What follows belongs to an exercise in optimizing a design on an open flow for small area and a short achievable clock period; a production flow would make more cautious choices.
Where RTL was checked, it was by simulation tests only, not by an equivalence proof against the original.
No driver is modelled on the clock port, so clocking that relies on it looks cheaper here than on a real chip.
No activity file was given, so power comes from the tool's default toggle rates.

==> module cpu_core, before the edit <==
module cpu_core(
	input clk, reset,
	output[15:0] mem_addr,
	output[15:0] mem_wdata,
	output mem_we,
	input[15:0] mem_rdata
	);
	localparam FETCH = 2'd0, DECODE = 2'd1, EX = 2'd2, WB = 2'd3;
	reg [1:0] ph;
	reg [15:0] instr, pc, addr_q, opa, opb, alu_q;
	reg we_q, rst_q, r15_q;
	reg cout;
	reg [1:0] cg1, psr1;	 
	reg [2:0] cg2, psr2;	 
	wire fetch = ph == FETCH;
	wire dec = ph == DECODE;
	wire ex = ph == EX;
	wire wb = ph == WB;
	assign mem_addr = addr_q;	 
	assign mem_wdata = opa;		 
	assign mem_we = we_q;
	wire [3:0] op = instr[15:12];
	wire [3:0] ox = instr[7:4];
	wire [3:0] rd = instr[11:8];
	wire [3:0] rs = instr[3:0];
	wire c_r = (op == 4'b0000) | (op == 4'b1000 & ox[2]);
	wire c_i = (op == 4'b0101) | (op == 4'b1001) | (op == 4'b1011) | (op == 4'b0001) |
	           (op == 4'b0010) | (op == 4'b0011) | (op == 4'b1101) | (op == 4'b1111) |
	           (op == 4'b1000 & ~ox[2]);
	wire c_l = (op == 4'b0100) & (ox == 4'b0000);
	wire c_s = (op == 4'b0100) & (ox == 4'b0100);
	wire c_j = (op == 4'b0100) & (ox != 4'b0000) & (ox != 4'b0100);
	wire c_b = (op == 4'b1100);
	wire known = c_r | c_i | c_l | c_s | c_j | c_b;
	wire c_ri = c_r | c_i;
	wire [3:0] f = c_r ? ox : op;		 
	wire f_or = f == 4'b0010, f_xor = f == 4'b0011;
	wire f_add = f == 4'b0101, f_sub = f == 4'b1001, f_cmp = f == 4'b1011;
	wire f_sll = c_r ? (ox == 4'b0100) : (op == 4'b1000);
	wire lui = ~c_r & (op == 4'b1111);
	wire f_mov = c_r ? (ox == 4'b1101) : (op == 4'b1101) | lui;
	wire d_sub = c_ri & (f_sub | f_cmp);
	wire nx_act = dec & known | ex;
	wire nx_wb = ex;
	reg is_add, is_sub, setznl, psr_en, rf_we, imm_ovf;
	reg s_l, s_j, s_sum, s_mov, s_or, s_xor, s_sll;
	always @(posedge clk) begin
		is_add <= nx_wb & (c_ri & f_add | c_b);
		is_sub <= nx_wb & d_sub;
		setznl <= nx_wb & c_ri & f_cmp;
		psr_en <= nx_wb & c_ri;
		imm_ovf <= c_i;
		rf_we <= wb & (c_ri & ~f_cmp | c_l | c_j & (ox == 4'b1000));
		s_l <= c_l;
		s_j <= c_j;
		s_sum <= nx_act & c_b | nx_wb & c_ri & (f_add | f_sub | f_cmp);
		s_mov <= c_ri & f_mov;
		s_or <= c_ri & f_or;
		s_xor <= c_ri & f_xor;
		s_sll <= c_ri & f_sll;
	end
	reg [15:0] rf [0:15];
	wire [3:0] ra = dec ? rs : rd;
	reg [15:0] port;
	integer i;
	always @(*) begin
		port = 16'd0;
		for (i = 0; i < 16; i = i + 1)
			port = port | ({16{ra == i}} & rf[i]);
	end
	always @(posedge clk)
		rst_q <= ~reset;
	wire [15:0] rf_d = alu_q & {16{~rst_q}};
	always @(posedge clk)
		for (i = 0; i < 16; i = i + 1)
			if (rst_q | rf_we & (rd == i))
				rf[i] <= rf_d;
	wire [15:0] se_imm = {{8{instr[7]}}, instr[7:0]};
	wire [15:0] b_src = (c_ri & ~c_r) ? (lui ? {instr[7:0], 8'd0} : se_imm) :
	                    c_b ? se_imm : port;
	wire [15:0] a = opa;
	wire [15:0] b = opb;			 
	wire b15 = opb[15] ^ is_sub;
	wire [16:0] sum = {1'b0, a} + {1'b0, opb} + {16'd0, is_sub};
	wire c16 = sum[16];
	wire sign17 = a[15] ^ opb[15] ^ c16;	 
	wire eq = &(a ^ opb);			 
	wire [31:0] shl = {16'd0, a} << b[3:0];
	wire [15:0] sll = b[15] ? ((b[14:4] == 11'h7ff) ? shl[31:16] : 16'd0)
	                        : ((b[14:4] == 11'h000) ? shl[15:0] : 16'd0);
	wire [15:0] pc1 = pc + 16'd1;
	reg [15:0] other;
	always @(*) begin
		if (s_l) other = ex ? mem_rdata : alu_q;
		else if (s_j) other = pc1;
		else if (s_mov) other = b;
		else if (s_or) other = a | b;
		else if (s_xor) other = a ^ b;
		else if (s_sll) other = sll;
		else other = a & b;
	end
	wire [15:0] res = s_sum ? sum[15:0] : other;
	wire ovf_e = imm_ovf & a[15] & b15 & ~r15_q;
	wire ovf_w = (~sum[15] & a[15] & b15) | (sum[15] & ~a[15] & ~b15);
	always @(posedge clk) begin
		r15_q <= addr_q[15];		 
		if (rst_q) begin
			cg1 <= 2'b0;
			cg2 <= 3'b0;
			cout <= 1'b0;
		end else begin
			if (is_add) begin
				cg1 <= {ovf_w, sign17};
				cout <= sign17;
			end
			if (is_sub) begin
				cg1 <= {ovf_w | sign17, ~c16};
				cout <= sign17;
			end
			if (setznl)
				cg2 <= {sign17, eq, ~c16};
		end
		if (rst_q) begin
			psr1 <= 2'b0;
			psr2 <= 3'b0;
		end else if (psr_en) begin
			psr1 <= is_add ? {ovf_e, cout} : is_sub ? {ovf_e | sign17, ~c16} : cg1;
			psr2 <= setznl ? {sign17, eq, ~c16} : cg2;
		end
	end
	wire carry = psr1[0], fl = psr1[1], low = psr2[0], zero = psr2[1], neg = psr2[2];
	reg cond;
	always @(*)
		case (rd)
			4'b0000: cond = zero;
			4'b0001: cond = ~zero;
			4'b0010: cond = carry;
			4'b0011: cond = ~carry;
			4'b0100: cond = low;
			4'b0101: cond = ~low;
			4'b0110: cond = neg;
			4'b0111: cond = ~neg;
			4'b1000: cond = fl;
			4'b1001: cond = ~fl;
			4'b1010: cond = ~low & ~zero;
			4'b1011: cond = low & zero;
			4'b1100: cond = ~neg & ~zero;
			4'b1101: cond = neg | zero;
			4'b1110: cond = 1'b1;
			default: cond = 1'b0;
		endcase
	wire [15:0] target = (c_j & cond) ? opb : (c_b & cond) ? alu_q : pc1;
	wire [15:0] pc_next = wb ? target : pc;
	always @(posedge clk) begin
		if (~reset) begin
			ph <= FETCH;
			pc <= 16'd0;
			addr_q <= 16'd0;
			we_q <= 1'b0;
		end else begin
			case (ph)
				FETCH: ph <= DECODE;
				DECODE: ph <= known ? EX : FETCH;
				EX: ph <= WB;
				default: ph <= FETCH;
			endcase
			pc <= pc_next;
			addr_q <= (dec & known) ? port : (ex & (c_l | c_s)) ? opb : pc_next;
			we_q <= ex & c_s;
		end
		if (fetch)
			instr <= mem_rdata;
		if (dec)
			opb <= b_src ^ {16{d_sub}};
		if (~wb)
			opa <= c_b ? pc : port;
		alu_q <= res;
	end
endmodule
==> flow/config.mk <==
export PLATFORM = sky130hd
export DESIGN_NAME = cpu_core
export DESIGN_NICKNAME = cpu_core
export VERILOG_FILES = /design/flow/design.v
export SDC_FILE = /design/flow/constraint.sdc
export NUM_CORES = 4
export LEC_CHECK = 0
export CAP_MARGIN = 20
export CORE_MARGIN = 2
export CORE_UTILIZATION = 40
export SLEW_MARGIN = 20
==> flow/constraint.sdc <==
create_clock -name core_clock -period 10.0 [get_ports {clk}]
set_input_delay 2.0000 -clock core_clock [delete_from_list [all_inputs] [get_ports {clk}]]
set_output_delay 2.0000 -clock core_clock [all_outputs]
set_load 0.01 [all_outputs]
standard.sh (not shown) runs the stock make flow with config.mk's settings and CLKGATE_MAP_FILE= SYNTH_SCRIPT=/design/flow/synth_recipe.tcl, a recipe that flattens the netlist after the stock synthesis.
==> flow/flow/run.sh <==
#!/bin/bash
set -euo pipefail
export SETUP_SLACK_MARGIN=7
bash standard.sh > standard.log 2>&1
Rerun with:
--- a/flow/design.v
+++ b/flow/design.v
@@ -7,19 +7,20 @@
 	);
 	localparam FETCH = 2'd0, DECODE = 2'd1, EX = 2'd2, WB = 2'd3;
 	reg [1:0] ph;
 	reg [15:0] instr, pc, addr_q, opa, opb, alu_q;
 	reg we_q, rst_q, r15_q;
+	reg [15:0] wdata_q;
 	reg cout;
 	reg [1:0] cg1, psr1;	 
 	reg [2:0] cg2, psr2;	 
 	wire fetch = ph == FETCH;
 	wire dec = ph == DECODE;
 	wire ex = ph == EX;
 	wire wb = ph == WB;
 	assign mem_addr = addr_q;	 
-	assign mem_wdata = opa;		 
+	assign mem_wdata = wdata_q;	 
 	assign mem_we = we_q;
 	wire [3:0] op = instr[15:12];
 	wire [3:0] ox = instr[7:4];
 	wire [3:0] rd = instr[11:8];
 	wire [3:0] rs = instr[3:0];
@@ -83,11 +84,15 @@
 	wire b15 = opb[15] ^ is_sub;
 	wire [16:0] sum = {1'b0, a} + {1'b0, opb} + {16'd0, is_sub};
 	wire c16 = sum[16];
 	wire sign17 = a[15] ^ opb[15] ^ c16;	 
 	wire eq = &(a ^ opb);			 
-	wire [31:0] shl = {16'd0, a} << b[3:0];
+	reg [3:0] sh_amt;
+	always @(posedge clk)
+		if (dec)
+			sh_amt <= b_src[3:0];
+	wire [31:0] shl = {16'd0, a} << sh_amt;
 	wire [15:0] sll = b[15] ? ((b[14:4] == 11'h7ff) ? shl[31:16] : 16'd0)
 	                        : ((b[14:4] == 11'h000) ? shl[15:0] : 16'd0);
 	wire [15:0] pc1 = pc + 16'd1;
 	reg [15:0] other;
 	always @(*) begin
@@ -172,8 +177,9 @@
 			instr <= mem_rdata;
 		if (dec)
 			opb <= b_src ^ {16{d_sub}};
 		if (~wb)
 			opa <= c_b ? pc : port;
+		wdata_q <= port;		 
 		alu_q <= res;
 	end
 endmodule
Sequential cell count increases by 20.
Utilization increases by 0.13 points.
Global-route usage is about the same.
Via count increases by a few percent.
Synthesized area increases by a few percent.
First-iteration DRC count increases by about a fifth.
Wire length increases by a few percent.
Sequential share of layout area decreases by 0.56 points.
Final cell count increases by a little under a tenth.
Hold slack is worse by 18 ps.
Function was not checked in any run of this note: the RTL went through the layout flow alone.


The RTL this note starts from:
==> flow/design.v <==
module cpu_core(
	input clk, reset,
	output[15:0] mem_addr,
	output[15:0] mem_wdata,
	output mem_we,
	input[15:0] mem_rdata
	);
	localparam FETCH = 2'd0, DECODE = 2'd1, EX = 2'd2, WB = 2'd3;
	reg [1:0] ph;
	reg [15:0] instr, pc, addr_q, opa, opb, alu_q;
	reg we_q, rst_q, r15_q;
	reg cout;
	reg [1:0] cg1, psr1;	 
	reg [2:0] cg2, psr2;	 
	wire fetch = ph == FETCH;
	wire dec = ph == DECODE;
	wire ex = ph == EX;
	wire wb = ph == WB;
	assign mem_addr = addr_q;	 
	assign mem_wdata = opa;		 
	assign mem_we = we_q;
	wire [3:0] op = instr[15:12];
	wire [3:0] ox = instr[7:4];
	wire [3:0] rd = instr[11:8];
	wire [3:0] rs = instr[3:0];
	wire c_r = (op == 4'b0000) | (op == 4'b1000 & ox[2]);
	wire c_i = (op == 4'b0101) | (op == 4'b1001) | (op == 4'b1011) | (op == 4'b0001) |
	           (op == 4'b0010) | (op == 4'b0011) | (op == 4'b1101) | (op == 4'b1111) |
	           (op == 4'b1000 & ~ox[2]);
	wire c_l = (op == 4'b0100) & (ox == 4'b0000);
	wire c_s = (op == 4'b0100) & (ox == 4'b0100);
	wire c_j = (op == 4'b0100) & (ox != 4'b0000) & (ox != 4'b0100);
	wire c_b = (op == 4'b1100);
	wire known = c_r | c_i | c_l | c_s | c_j | c_b;
	wire c_ri = c_r | c_i;
	wire [3:0] f = c_r ? ox : op;		 
	wire f_or = f == 4'b0010, f_xor = f == 4'b0011;
	wire f_add = f == 4'b0101, f_sub = f == 4'b1001, f_cmp = f == 4'b1011;
	wire f_sll = c_r ? (ox == 4'b0100) : (op == 4'b1000);
	wire lui = ~c_r & (op == 4'b1111);
	wire f_mov = c_r ? (ox == 4'b1101) : (op == 4'b1101) | lui;
	wire d_sub = c_ri & (f_sub | f_cmp);
	wire nx_act = dec & known | ex;
	wire nx_wb = ex;
	reg is_add, is_sub, setznl, psr_en, rf_we, imm_ovf;
	reg s_l, s_j, s_sum, s_mov, s_or, s_xor, s_sll;
	always @(posedge clk) begin
		is_add <= nx_wb & (c_ri & f_add | c_b);
		is_sub <= nx_wb & d_sub;
		setznl <= nx_wb & c_ri & f_cmp;
		psr_en <= nx_wb & c_ri;
		imm_ovf <= c_i;
		rf_we <= wb & c_ri & ~f_cmp | ex & (c_l | c_j & (ox == 4'b1000));
		s_l <= c_l;
		s_j <= c_j;
		s_sum <= nx_act & c_b | nx_wb & c_ri & (f_add | f_sub | f_cmp);
		s_mov <= c_ri & f_mov;
		s_or <= c_ri & f_or;
		s_xor <= c_ri & f_xor;
		s_sll <= c_ri & f_sll;
	end
	reg [15:0] rf [0:15];
	wire [3:0] ra = dec ? rs : rd;
	reg [15:0] port;
	integer i;
	always @(*) begin
		port = 16'd0;
		for (i = 0; i < 16; i = i + 1)
			port = port | ({16{ra == i}} & rf[i]);
	end
	always @(posedge clk)
		rst_q <= ~reset;
	wire [15:0] rf_d = alu_q & {16{~rst_q}};
	always @(posedge clk)
		for (i = 0; i < 16; i = i + 1)
			if (rst_q | rf_we & (rd == i))
				rf[i] <= rf_d;
	wire [15:0] se_imm = {{8{instr[7]}}, instr[7:0]};
	wire [15:0] b_src = (c_ri & ~c_r) ? (lui ? {instr[7:0], 8'd0} : se_imm) :
	                    c_b ? se_imm : port;
	wire [15:0] a = opa;
	wire [15:0] b = opb;			 
	wire b15 = opb[15] ^ is_sub;
	wire [16:0] sum = {1'b0, a} + {1'b0, opb} + {16'd0, is_sub};
	wire c16 = sum[16];
	wire sign17 = a[15] ^ opb[15] ^ c16;	 
	wire eq = &(a ^ opb);			 
	wire [31:0] shl = {16'd0, a} << b[3:0];
	wire [15:0] sll = b[15] ? ((b[14:4] == 11'h7ff) ? shl[31:16] : 16'd0)
	                        : ((b[14:4] == 11'h000) ? shl[15:0] : 16'd0);
	wire [15:0] pc1 = pc + 16'd1;
	reg [15:0] other;
	always @(*) begin
		if (s_l) other = mem_rdata;
		else if (s_j) other = pc1;
		else if (s_mov) other = b;
		else if (s_or) other = a | b;
		else if (s_xor) other = a ^ b;
		else if (s_sll) other = sll;
		else other = a & b;
	end
	wire [15:0] res = s_sum ? sum[15:0] : other;
	wire ovf_e = imm_ovf & a[15] & b15 & ~r15_q;
	wire ovf_w = (~sum[15] & a[15] & b15) | (sum[15] & ~a[15] & ~b15);
	always @(posedge clk) begin
		if (dec)
			r15_q <= port[15];	 
		if (rst_q) begin
			cg1 <= 2'b0;
			cg2 <= 3'b0;
			cout <= 1'b0;
		end else begin
			if (is_add) begin
				cg1 <= {ovf_w, sign17};
				cout <= sign17;
			end
			if (is_sub) begin
				cg1 <= {ovf_w | sign17, ~c16};
				cout <= sign17;
			end
			if (setznl)
				cg2 <= {sign17, eq, ~c16};
		end
		if (rst_q) begin
			psr1 <= 2'b0;
			psr2 <= 3'b0;
		end else if (psr_en) begin
			psr1 <= is_add ? {ovf_e, cout} : is_sub ? {ovf_e | sign17, ~c16} : cg1;
			psr2 <= setznl ? {sign17, eq, ~c16} : cg2;
		end
	end
	wire carry = psr1[0], fl = psr1[1], low = psr2[0], zero = psr2[1], neg = psr2[2];
	reg cond;
	always @(*)
		case (rd)
			4'b0000: cond = zero;
			4'b0001: cond = ~zero;
			4'b0010: cond = carry;
			4'b0011: cond = ~carry;
			4'b0100: cond = low;
			4'b0101: cond = ~low;
			4'b0110: cond = neg;
			4'b0111: cond = ~neg;
			4'b1000: cond = fl;
			4'b1001: cond = ~fl;
			4'b1010: cond = ~low & ~zero;
			4'b1011: cond = low & zero;
			4'b1100: cond = ~neg & ~zero;
			4'b1101: cond = neg | zero;
			4'b1110: cond = 1'b1;
			default: cond = 1'b0;
		endcase
	wire [15:0] target = (c_j & cond) ? opb : (c_b & cond) ? alu_q : pc1;
	wire [15:0] pc_next = wb ? target : pc;
	always @(posedge clk) begin
		if (~reset) begin
			ph <= FETCH;
			pc <= 16'd0;
			addr_q <= 16'd0;
			we_q <= 1'b0;
		end else begin
			case (ph)
				FETCH: ph <= DECODE;
				DECODE: ph <= known ? EX : FETCH;
				EX: ph <= WB;
				default: ph <= FETCH;
			endcase
			pc <= pc_next;
			addr_q <= (dec & known) ? port : (ex & (c_l | c_s)) ? opb : pc_next;
			we_q <= ex & c_s;
		end
		if (fetch)
			instr <= mem_rdata;
		if (dec)
			opb <= b_src ^ {16{d_sub}};
		opa <= c_b ? pc : port;
		alu_q <= res;
	end
endmodule
Settings: LEC_CHECK=0, ABC_AREA=1, CAP_MARGIN=20, CORE_MARGIN=2, CORE_UTILIZATION=60, CTS_CLUSTER_DIAMETER=100, CTS_CLUSTER_SIZE=20, SLEW_MARGIN=20; clock period 10.0 ns.
==> flow/flow/run.sh <==
#!/bin/bash
set -euo pipefail
export SETUP_SLACK_MARGIN=7.15
export BUFFER_PORTS_ARGS="-buffer_cell sky130_fd_sc_hd__buf_4"
export POST_CTS_TCL="$PWD/flow/clock_root.tcl"
bash standard.sh > standard.log 2>&1
Other scripts of this flow, unchanged in this note and not shown: flow/flow/clock_root.tcl
==> next run, changes <==
--- a/flow/design.v
+++ b/flow/design.v
@@ -9,6 +9,7 @@
 	reg [1:0] ph;
 	reg [15:0] instr, pc, addr_q, opa, opb, alu_q;
 	reg we_q, rst_q, r15_q;
+	reg [15:0] wdata_q;
 	reg cout;
 	reg [1:0] cg1, psr1;	 
 	reg [2:0] cg2, psr2;	 
@@ -17,7 +18,7 @@
 	wire ex = ph == EX;
 	wire wb = ph == WB;
 	assign mem_addr = addr_q;	 
-	assign mem_wdata = opa;		 
+	assign mem_wdata = wdata_q;	 
 	assign mem_we = we_q;
 	wire [3:0] op = instr[15:12];
 	wire [3:0] ox = instr[7:4];
@@ -174,6 +175,7 @@
 		if (dec)
 			opb <= b_src ^ {16{d_sub}};
 		opa <= c_b ? pc : port;
+		wdata_q <= port;		 
 		alu_q <= res;
 	end
 endmodule
The changed run produced a clean layout.
Total power came out higher by a few percent.
Die area came out higher by a few percent.
Setup slack improved by 52 ps.
Combinational power is about the same.
Fmax came out higher slightly.
Utilization came out lower by 0.28 points.
Design area came out higher by a few percent.
Synthesized area came out higher by a few percent.
Flip-flop and latch count came out higher by 16.

==> port drivers added, routing unchanged <==
The results above use ideal ports. As a check the final layouts listed here were re-extracted and re-timed, cells and wires unchanged. Step 1 (the two cells are an assumption about what drives the block):
set clk [get_ports {clk}]
set_driving_cell -lib_cell sky130_fd_sc_hd__clkbuf_16 $clk
set_driving_cell -lib_cell sky130_fd_sc_hd__buf_2 [delete_from_list [all_inputs] $clk]
Step 2, shift: input delay + t, output delay - t, t = (earliest + latest rising clock arrival at the registers) / 2. This alone moves slack from input paths to output paths. Three values: no drivers, after step 1, after step 2; two values: the first two.
| run | t (ns) | setup WS [ns] | hold slack, ns | clock arrival spread, ns |
|---|---|---|---|---|
| the first run of note 1 | 0.595 | 6.727 / 6.671 / 6.381 | 0.392 / 0.392 / 0.392 | 0.021 / 0.021 |
| the second run of note 1 | 0.635 | 6.926 / 6.873 / 6.487 | 0.374 / 0.374 / 0.374 | 0.019 / 0.019 |
| the first run of note 2 | 0.437 | 7.122 / 7.014 / 6.902 | 0.479 / 0.479 / 0.479 | 0.039 / 0.038 |
| the second run of note 2 | 0.447 | 7.175 / 7.069 / 7.004 | 0.484 / 0.484 / 0.484 | 0.026 / 0.025 |
After both steps every run listed still meets setup and hold. For the second run of note 1, which loses most, drivers alone change the setup slack by -0.053 ns; drivers and shift together by -0.439 ns.
